From an optimization exercise on the open Yosys and OpenROAD flow, aimed at small area and a short achievable clock period; shortcuts taken in it are not production practice.
RTL that was checked went through simulation tests only; none was proved equivalent to the original.
Power figures rest on the tool's default switching activity, not on a simulated workload.

==> inputs of v18 <==
==> flow/design.v <==
`timescale 1ns / 1ps
module RISC_V(
	input  wire [31:0] in,
	input  wire        clk,
	output wire [31:0] alu_output_data
);
wire op_ok = ~in[6] & in[4] & ~in[3] & in[1] & in[0];
wire is_r_d   = op_ok &  in[5] & ~in[2];    
wire is_i_d   = op_ok & ~in[5] & ~in[2];    
wire is_lui_d = op_ok &  in[5] &  in[2];    
reg        is_r, is_i, is_lui;
reg [31:7] ir;
always @(posedge clk) begin
	is_r   <= is_r_d;
	is_i   <= is_i_d;
	is_lui <= is_lui_d;
	ir     <= in[31:7];
end
wire [4:0] rd  = ir[11:7];
wire [2:0] f3  = ir[14:12];
wire [4:0] rs1 = ir[19:15];
wire [4:0] rs2 = ir[24:20];
wire       b30 = ir[30];
wire [31:0] rf [0:31];    
assign rf[0] = 32'd0;
wire        use_a = is_r | is_i;
wire [31:0] sel1 = use_a ? (32'd1 << rs1) : 32'd0;
wire [31:0] sel2 = is_r  ? (32'd1 << rs2) : 32'd0;
reg  [31:0] rdata1, rdata2;
integer k;
always @(*) begin
	rdata1 = 32'd0;
	rdata2 = 32'd0;
	for (k = 1; k < 32; k = k + 1) begin
		rdata1 = rdata1 | ({32{sel1[k]}} & rf[k]);
		rdata2 = rdata2 | ({32{sel2[k]}} & rf[k]);
	end
end
wire [31:0] imm_i   = {{20{ir[31]}}, ir[31:20]};
wire [31:0] imm_sh  = {26'd0, ir[25:20]};
wire [31:0] imm_u   = {ir[31:12], 12'd0};
wire [31:0] imm     = is_i   ? ((f3 == 3'b101) ? imm_sh : imm_i) :
                      is_lui ? imm_u : 32'd0;
reg  [31:0] ra, rb;
reg         fwd_a, fwd_b;
reg  [2:0]  op;
reg         sub, arith;
reg  [4:0]  wa;
reg         we;
wire        wr_d  = (is_r | is_i | is_lui) & (rd != 5'd0);
always @(posedge clk) begin
	ra    <= rdata1;
	rb    <= rdata2 | imm;
	fwd_a <= use_a & we & (wa == rs1) & (rs1 != 5'd0);
	fwd_b <= is_r  & we & (wa == rs2) & (rs2 != 5'd0);
	op    <= use_a ? f3 : 3'b000;
	sub   <= (is_r & (f3 == 3'b000) & b30) |
	         (use_a & (f3 == 3'b010 || f3 == 3'b011));
	arith <= use_a & (f3 == 3'b101) & b30;
	wa    <= rd;
	we    <= wr_d;
end
reg  [31:0] res_q;
wire [31:0] a = fwd_a ? res_q : ra;
wire [31:0] b = fwd_b ? res_q : rb;
wire [31:0] bx = b ^ {32{sub}};
wire [32:0] sum = {1'b0, a} + {1'b0, bx} + {32'd0, sub};
wire        big  = |b[31:5];
wire [4:0]  amt  = b[4:0];
wire [31:0] sll  = big ? 32'd0 : (a << amt);
wire signed [32:0] sa = {arith & a[31], a};
wire [32:0] sr_s = sa >>> amt;
wire [31:0] sr   = big ? {32{sa[32]}} : sr_s[31:0];
reg  [31:0] res;
always @(*) begin
	case (op)
		3'b000: res = sum[31:0];
		3'b001: res = sll;
		3'b010: res = {31'd0, sum[31]};
		3'b011: res = {31'd0, ~sum[32]};
		3'b100: res = a ^ b;
		3'b101: res = sr;
		3'b110: res = a | b;
		default: res = a & b;
	endcase
end
always @(posedge clk) begin
	res_q <= res;
end
genvar g;
generate
	for (g = 1; g < 32; g = g + 1) begin : g_x
		reg [31:0] q;
		always @(posedge clk)
			if (we && wa == g) q <= res;
		assign rf[g] = q;
	end
endgenerate
assign alu_output_data = res_q;
endmodule
==> flow/run.sh <==
#!/bin/bash
# synth_recipe.tcl (not shown) runs the flow's synth.tcl, then flattens the netlist and writes it again
# the make line also repeats each setting of config.mk as NAME=value (left out here)
make -C /OpenROAD-flow-scripts/flow DESIGN_CONFIG=/design/flow/config.mk WORK_HOME=/design/flow/orfs CLKGATE_MAP_FILE= SYNTH_SCRIPT=/design/flow/synth_recipe.tcl finish
==> flow/config.mk <==
export PLATFORM = sky130hd
export DESIGN_NAME = RISC_V
export DESIGN_NICKNAME = RISC_V
export VERILOG_FILES = /design/flow/design.v
export SDC_FILE = /design/flow/constraint.sdc
export NUM_CORES = 4
export LEC_CHECK = 0
export CAP_MARGIN = 20
export CORE_MARGIN = 2
export CORE_UTILIZATION = 25
export SLEW_MARGIN = 20
==> flow/constraint.sdc <==
create_clock -name core_clock -period 13.5 [get_ports {clk}]
set_input_delay 2.7000 -clock core_clock [delete_from_list [all_inputs] [get_ports {clk}]]
set_output_delay 2.7000 -clock core_clock [all_outputs]
set_load 0.01 [all_outputs]
==> v19: changes against v18 <==
==> flow/design.v (replaced) <==
`timescale 1ns / 1ps
module RISC_V(
	input  wire [31:0] in,
	input  wire        clk,
	output wire [31:0] alu_output_data
);
wire op_ok    = ~in[6] & in[4] & ~in[3] & in[1] & in[0];
wire is_r_d   = op_ok &  in[5] & ~in[2];    
wire is_i_d   = op_ok & ~in[5] & ~in[2];    
wire is_lui_d = op_ok &  in[5] &  in[2];    
wire use_a_d  = is_r_d | is_i_d;            
wire use_b_d  = is_r_d;                     
reg        is_r, is_i, is_lui;
reg [31:7] ir;
wire [4:0] rd  = ir[11:7];
wire [2:0] f3  = ir[14:12];
wire [4:0] rs1 = ir[19:15];
wire [4:0] rs2 = ir[24:20];
wire       b30 = ir[30];
wire        wr_d = (is_r | is_i | is_lui) & (rd != 5'd0);    
reg  [4:0]  wa;           
reg         we;
reg  [4:0]  wa3;          
reg         we3;
reg  fwd1, fwd2, byp1, byp2, en1, en2;
wire fwd1_d = use_a_d & wr_d & (in[19:15] == rd);
wire fwd2_d = use_b_d & wr_d & (in[24:20] == rd);
wire byp1_d = use_a_d & we   & (in[19:15] == wa);
wire byp2_d = use_b_d & we   & (in[24:20] == wa);
always @(posedge clk) begin
	is_r   <= is_r_d;
	is_i   <= is_i_d;
	is_lui <= is_lui_d;
	ir     <= in[31:7];
	fwd1   <= fwd1_d;
	fwd2   <= fwd2_d;
	byp1   <= byp1_d;
	byp2   <= byp2_d;
	en1    <= use_a_d & ~byp1_d;
	en2    <= use_b_d & ~byp2_d;
end
wire [31:0] rf [0:31];    
assign rf[0] = 32'd0;
reg  [31:0] res_q;        
wire [31:0] res;          
wire        use_a = is_r | is_i;
wire [31:0] sel1 = en1 ? (32'd1 << rs1) : 32'd0;
wire [31:0] sel2 = en2 ? (32'd1 << rs2) : 32'd0;
reg  [31:0] rdata1, rdata2;
integer k;
always @(*) begin
	rdata1 = {32{byp1}} & res_q;
	rdata2 = {32{byp2}} & res_q;
	for (k = 1; k < 32; k = k + 1) begin
		rdata1 = rdata1 | ({32{sel1[k]}} & rf[k]);
		rdata2 = rdata2 | ({32{sel2[k]}} & rf[k]);
	end
end
wire [31:0] imm_i   = {{20{ir[31]}}, ir[31:20]};
wire [31:0] imm_sh  = {26'd0, ir[25:20]};
wire [31:0] imm_u   = {ir[31:12], 12'd0};
wire [31:0] imm     = is_i   ? ((f3 == 3'b101) ? imm_sh : imm_i) :
                      is_lui ? imm_u : 32'd0;
reg  [31:0] ra, rb;
reg  [2:0]  op;
reg         sub, arith;
wire        sub_d = (is_r & (f3 == 3'b000) & b30) |
                    (use_a & (f3 == 3'b010 || f3 == 3'b011));
wire        left_d = use_a & (f3 == 3'b001);
wire [31:0] a_d    = fwd1 ? res : rdata1;
reg  [31:0] a_d_rev;
integer j;
always @(*)
	for (j = 0; j < 32; j = j + 1) a_d_rev[j] = a_d[31 - j];
always @(posedge clk) begin
	ra    <= left_d ? a_d_rev : a_d;
	rb    <= (fwd2 ? res : (rdata2 | imm)) ^ {32{sub_d}};
	op    <= use_a ? f3 : 3'b000;
	sub   <= sub_d;
	arith <= use_a & (f3 == 3'b101) & b30;
	wa    <= rd;
	we    <= wr_d;
end
wire [31:0] a = ra;
wire [31:0] b = rb;
wire [32:0] sum = {1'b0, a} + {1'b0, b} + {32'd0, sub};
wire        big  = |b[31:5];
wire [4:0]  amt  = b[4:0];
wire        fill  = arith & a[31];
wire signed [32:0] sa = {fill, a};
wire [32:0] sr_s  = sa >>> amt;
wire [31:0] sr    = big ? {32{fill}} : sr_s[31:0];
reg  [31:0] sl;
always @(*)
	for (j = 0; j < 32; j = j + 1) sl[j] = sr[31 - j];
reg  [31:0] res_c;
always @(*) begin
	case (op)
		3'b000: res_c = sum[31:0];
		3'b001: res_c = sl;
		3'b010: res_c = {31'd0, sum[31]};
		3'b011: res_c = {31'd0, ~sum[32]};
		3'b100: res_c = a ^ b;
		3'b101: res_c = sr;
		3'b110: res_c = a | b;
		default: res_c = a & b;
	endcase
end
assign res = res_c;
reg  [31:0] out_q;
always @(posedge clk) begin
	out_q <= res;
	res_q <= res & {32{we}};
	wa3   <= wa;
	we3   <= we;
end
genvar g;
generate
	for (g = 1; g < 32; g = g + 1) begin : g_x
		reg [31:0] q;
		always @(posedge clk)
			if (we3 && wa3 == g) q <= res_q;
		assign rf[g] = q;
	end
endgenerate
assign alu_output_data = out_q;
endmodule
==> flow/flow/run.sh (new file) <==
#!/bin/bash
# Standard layout with two changes, the SDC unchanged:
#  - timing repair aims below the clock period (setup margin), so the
#    critical paths get sized for the period the design can achieve;
#  - clock tree built from larger sink clusters, without dummy loads.
set -euo pipefail
bash standard.sh \
  "CTS_ARGS=-sink_clustering_enable -repair_clock_nets -dont_use_dummy_load -sink_clustering_size 20 -sink_clustering_max_diameter 70" \
  SETUP_SLACK_MARGIN=10.3 finish > standard_flow.log 2>&1
==> flow/standard.sh (new file) <==
#!/bin/bash
# synth_recipe.tcl (not shown) runs the flow's synth.tcl, then flattens the netlist and writes it again
# the make line also repeats each setting of config.mk as NAME=value (left out here)
make -C /OpenROAD-flow-scripts/flow DESIGN_CONFIG=/design/flow/config.mk WORK_HOME=/design/flow/orfs CLKGATE_MAP_FILE= SYNTH_SCRIPT=/design/flow/synth_recipe.tcl "${@:-finish}"
--- a/flow/config.mk
+++ b/flow/config.mk
@@ -9,3 +9,3 @@
 export CORE_MARGIN = 2
-export CORE_UTILIZATION = 25
+export CORE_UTILIZATION = 40
 export SLEW_MARGIN = 20
removed: flow/run.sh
==> v14: changes against v18 <==
==> flow/design.v (replaced) <==
`timescale 1ns / 1ps
module RISC_V(
	input  wire [31:0] in,
	input  wire        clk,
	output wire [31:0] alu_output_data
);
wire op_ok    = ~in[6] & in[4] & ~in[3] & in[1] & in[0];
wire is_r_d   = op_ok &  in[5] & ~in[2];    
wire is_i_d   = op_ok & ~in[5] & ~in[2];    
wire is_lui_d = op_ok &  in[5] &  in[2];    
wire use_a_d  = is_r_d | is_i_d;            
wire use_b_d  = is_r_d;                     
reg        is_r, is_i, is_lui;
reg [31:7] ir;
wire [4:0] rd  = ir[11:7];
wire [2:0] f3  = ir[14:12];
wire [4:0] rs1 = ir[19:15];
wire [4:0] rs2 = ir[24:20];
wire       b30 = ir[30];
wire        wr_d = (is_r | is_i | is_lui) & (rd != 5'd0);    
reg  [4:0]  wa;           
reg         we;
reg  [4:0]  wa3;          
reg         we3;
reg  fwd1, fwd2, byp1, byp2, en1, en2;
wire fwd1_d = use_a_d & wr_d & (in[19:15] == rd);
wire fwd2_d = use_b_d & wr_d & (in[24:20] == rd);
wire byp1_d = use_a_d & we   & (in[19:15] == wa);
wire byp2_d = use_b_d & we   & (in[24:20] == wa);
always @(posedge clk) begin
	is_r   <= is_r_d;
	is_i   <= is_i_d;
	is_lui <= is_lui_d;
	ir     <= in[31:7];
	fwd1   <= fwd1_d;
	fwd2   <= fwd2_d;
	byp1   <= byp1_d;
	byp2   <= byp2_d;
	en1    <= use_a_d & ~byp1_d;
	en2    <= use_b_d & ~byp2_d;
end
wire [31:0] rf [0:31];    
assign rf[0] = 32'd0;
reg  [31:0] res_q;        
wire [31:0] res;          
wire        use_a = is_r | is_i;
wire [31:0] sel1 = en1 ? (32'd1 << rs1) : 32'd0;
wire [31:0] sel2 = en2 ? (32'd1 << rs2) : 32'd0;
reg  [31:0] rdata1, rdata2;
integer k;
always @(*) begin
	rdata1 = {32{byp1}} & res_q;
	rdata2 = {32{byp2}} & res_q;
	for (k = 1; k < 32; k = k + 1) begin
		rdata1 = rdata1 | ({32{sel1[k]}} & rf[k]);
		rdata2 = rdata2 | ({32{sel2[k]}} & rf[k]);
	end
end
wire [31:0] imm_i   = {{20{ir[31]}}, ir[31:20]};
wire [31:0] imm_sh  = {26'd0, ir[25:20]};
wire [31:0] imm_u   = {ir[31:12], 12'd0};
wire [31:0] imm     = is_i   ? ((f3 == 3'b101) ? imm_sh : imm_i) :
                      is_lui ? imm_u : 32'd0;
reg  [31:0] ra, rb;
reg  [2:0]  op;
reg         sub, arith;
wire        sub_d = (is_r & (f3 == 3'b000) & b30) |
                    (use_a & (f3 == 3'b010 || f3 == 3'b011));
wire        left_d = use_a & (f3 == 3'b001);
wire [31:0] a_d    = fwd1 ? res : rdata1;
reg  [31:0] a_d_rev;
integer j;
always @(*)
	for (j = 0; j < 32; j = j + 1) a_d_rev[j] = a_d[31 - j];
always @(posedge clk) begin
	ra    <= left_d ? a_d_rev : a_d;
	rb    <= (fwd2 ? res : (rdata2 | imm)) ^ {32{sub_d}};
	op    <= use_a ? f3 : 3'b000;
	sub   <= sub_d;
	arith <= use_a & (f3 == 3'b101) & b30;
	wa    <= rd;
	we    <= wr_d;
end
wire [31:0] a = ra;
wire [31:0] b = rb;
wire [32:0] sum = {1'b0, a} + {1'b0, b} + {32'd0, sub};
wire        big  = |b[31:5];
wire [4:0]  amt  = b[4:0];
wire        fill  = arith & a[31];
wire signed [32:0] sa = {fill, a};
wire [32:0] sr_s  = sa >>> amt;
wire [31:0] sr    = big ? {32{fill}} : sr_s[31:0];
reg  [31:0] sl;
always @(*)
	for (j = 0; j < 32; j = j + 1) sl[j] = sr[31 - j];
reg  [31:0] res_c;
always @(*) begin
	case (op)
		3'b000: res_c = sum[31:0];
		3'b001: res_c = sl;
		3'b010: res_c = {31'd0, sum[31]};
		3'b011: res_c = {31'd0, ~sum[32]};
		3'b100: res_c = a ^ b;
		3'b101: res_c = sr;
		3'b110: res_c = a | b;
		default: res_c = a & b;
	endcase
end
assign res = res_c;
reg  [31:0] out_q;
always @(posedge clk) begin
	out_q <= res;
	res_q <= res & {32{we}};
	wa3   <= wa;
	we3   <= we;
end
genvar g;
generate
	for (g = 1; g < 32; g = g + 1) begin : g_x
		reg [31:0] q;
		always @(posedge clk)
			if (we3 && wa3 == g) q <= res_q;
		assign rf[g] = q;
	end
endgenerate
assign alu_output_data = out_q;
endmodule
==> flow/flow/run.sh (new file) <==
#!/bin/bash
# Standard layout with two changes, the SDC unchanged:
#  - timing repair aims below the clock period (setup margin), so the
#    critical paths get sized for the period the design can achieve;
#  - clock tree built from larger sink clusters, without dummy loads.
set -euo pipefail
bash standard.sh \
  "CTS_ARGS=-sink_clustering_enable -repair_clock_nets -dont_use_dummy_load -sink_clustering_size 25 -sink_clustering_max_diameter 80" \
  SETUP_SLACK_MARGIN=10.0 finish > standard_flow.log 2>&1
==> flow/standard.sh (new file) <==
#!/bin/bash
# synth_recipe.tcl (not shown) runs the flow's synth.tcl, then flattens the netlist and writes it again
# the make line also repeats each setting of config.mk as NAME=value (left out here)
make -C /OpenROAD-flow-scripts/flow DESIGN_CONFIG=/design/flow/config.mk WORK_HOME=/design/flow/orfs CLKGATE_MAP_FILE= SYNTH_SCRIPT=/design/flow/synth_recipe.tcl "${@:-finish}"
--- a/flow/config.mk
+++ b/flow/config.mk
@@ -9,3 +9,3 @@
 export CORE_MARGIN = 2
-export CORE_UTILIZATION = 25
+export CORE_UTILIZATION = 50
 export SLEW_MARGIN = 20
removed: flow/run.sh
==> notes.md <==
Seq_cells: 1,171
Total number of vias: 47,100
Worst endpoint required time: 10,800 ps
Reg2Reg Setup Slack: 9820 ps
Buf+Inv Stages, Crit Path: 1
Power Total: 0.00647 W
First-pass GRT wire length: 374,000 µm
Status: timing/DRC/antenna clean
Ant. Diodes: 7
P_clk: 0.00232 W
Post-Synth Simple-Gate Area: 8.39%
RR Endpoint: ra[1]
DP Worst Slack: 8620 ps
Hpwl dp: 156,000 µm
-- figures above: v19

==> notes.md <==
Total number of vias: 47,000
DP Worst Slack: 8510 ps
Power Total: 0.00602 W
Buf+Inv Stages, Crit Path: 1
Status: timing/DRC/antenna clean
Ant. Diodes: 13
First-pass GRT wire length: 366,000 µm
Seq_cells: 1,171
Post-Synth Simple-Gate Area: 8.39%
Hpwl dp: 153,000 µm
-- figures above: v14

==> notes.md <==
First-pass GRT wire length: 364,000 µm
Worst endpoint required time: 13,890 ps
DP Worst Slack: 7720 ps
Buf+Inv Stages, Crit Path: 2
Ant. Diodes: 10
Status: timing/DRC/antenna clean
Total number of vias: 45,900
Power Total: 0.00718 W
P_clk: 0.00326 W
-- figures above: v18

No functional check of the RTL was part of v18.

==> afterwards: timing with drivers on the ports <==
The results above use ideal ports. As a check the final layouts listed here were re-extracted and re-timed, cells and wires unchanged. Step 1: set_driving_cell puts a clkbuf_16 on clk and a buf_2 on each other input, an assumption about the parent block. Step 2, shift: input delay + t, output delay - t, t = (earliest + latest rising clock arrival at the registers) / 2. This alone moves slack from input paths to output paths. Slacks: ideal / step 1 / step 2; pairs: ideal / step 1.
run	shift t [ns]	slack for setup (ns)	worst setup path at the end
v18	0.814	7.561 / 7.561 / 7.561	register to register
v19	0.764	9.578 / 9.501 / 9.650	input to register
v14	0.795	9.520 / 9.448 / 9.335	input to register
After both steps every run listed still meets setup and hold. The setup slack of v14, which loses most, moves by -0.072 ns with the drivers and by -0.185 ns with both steps.
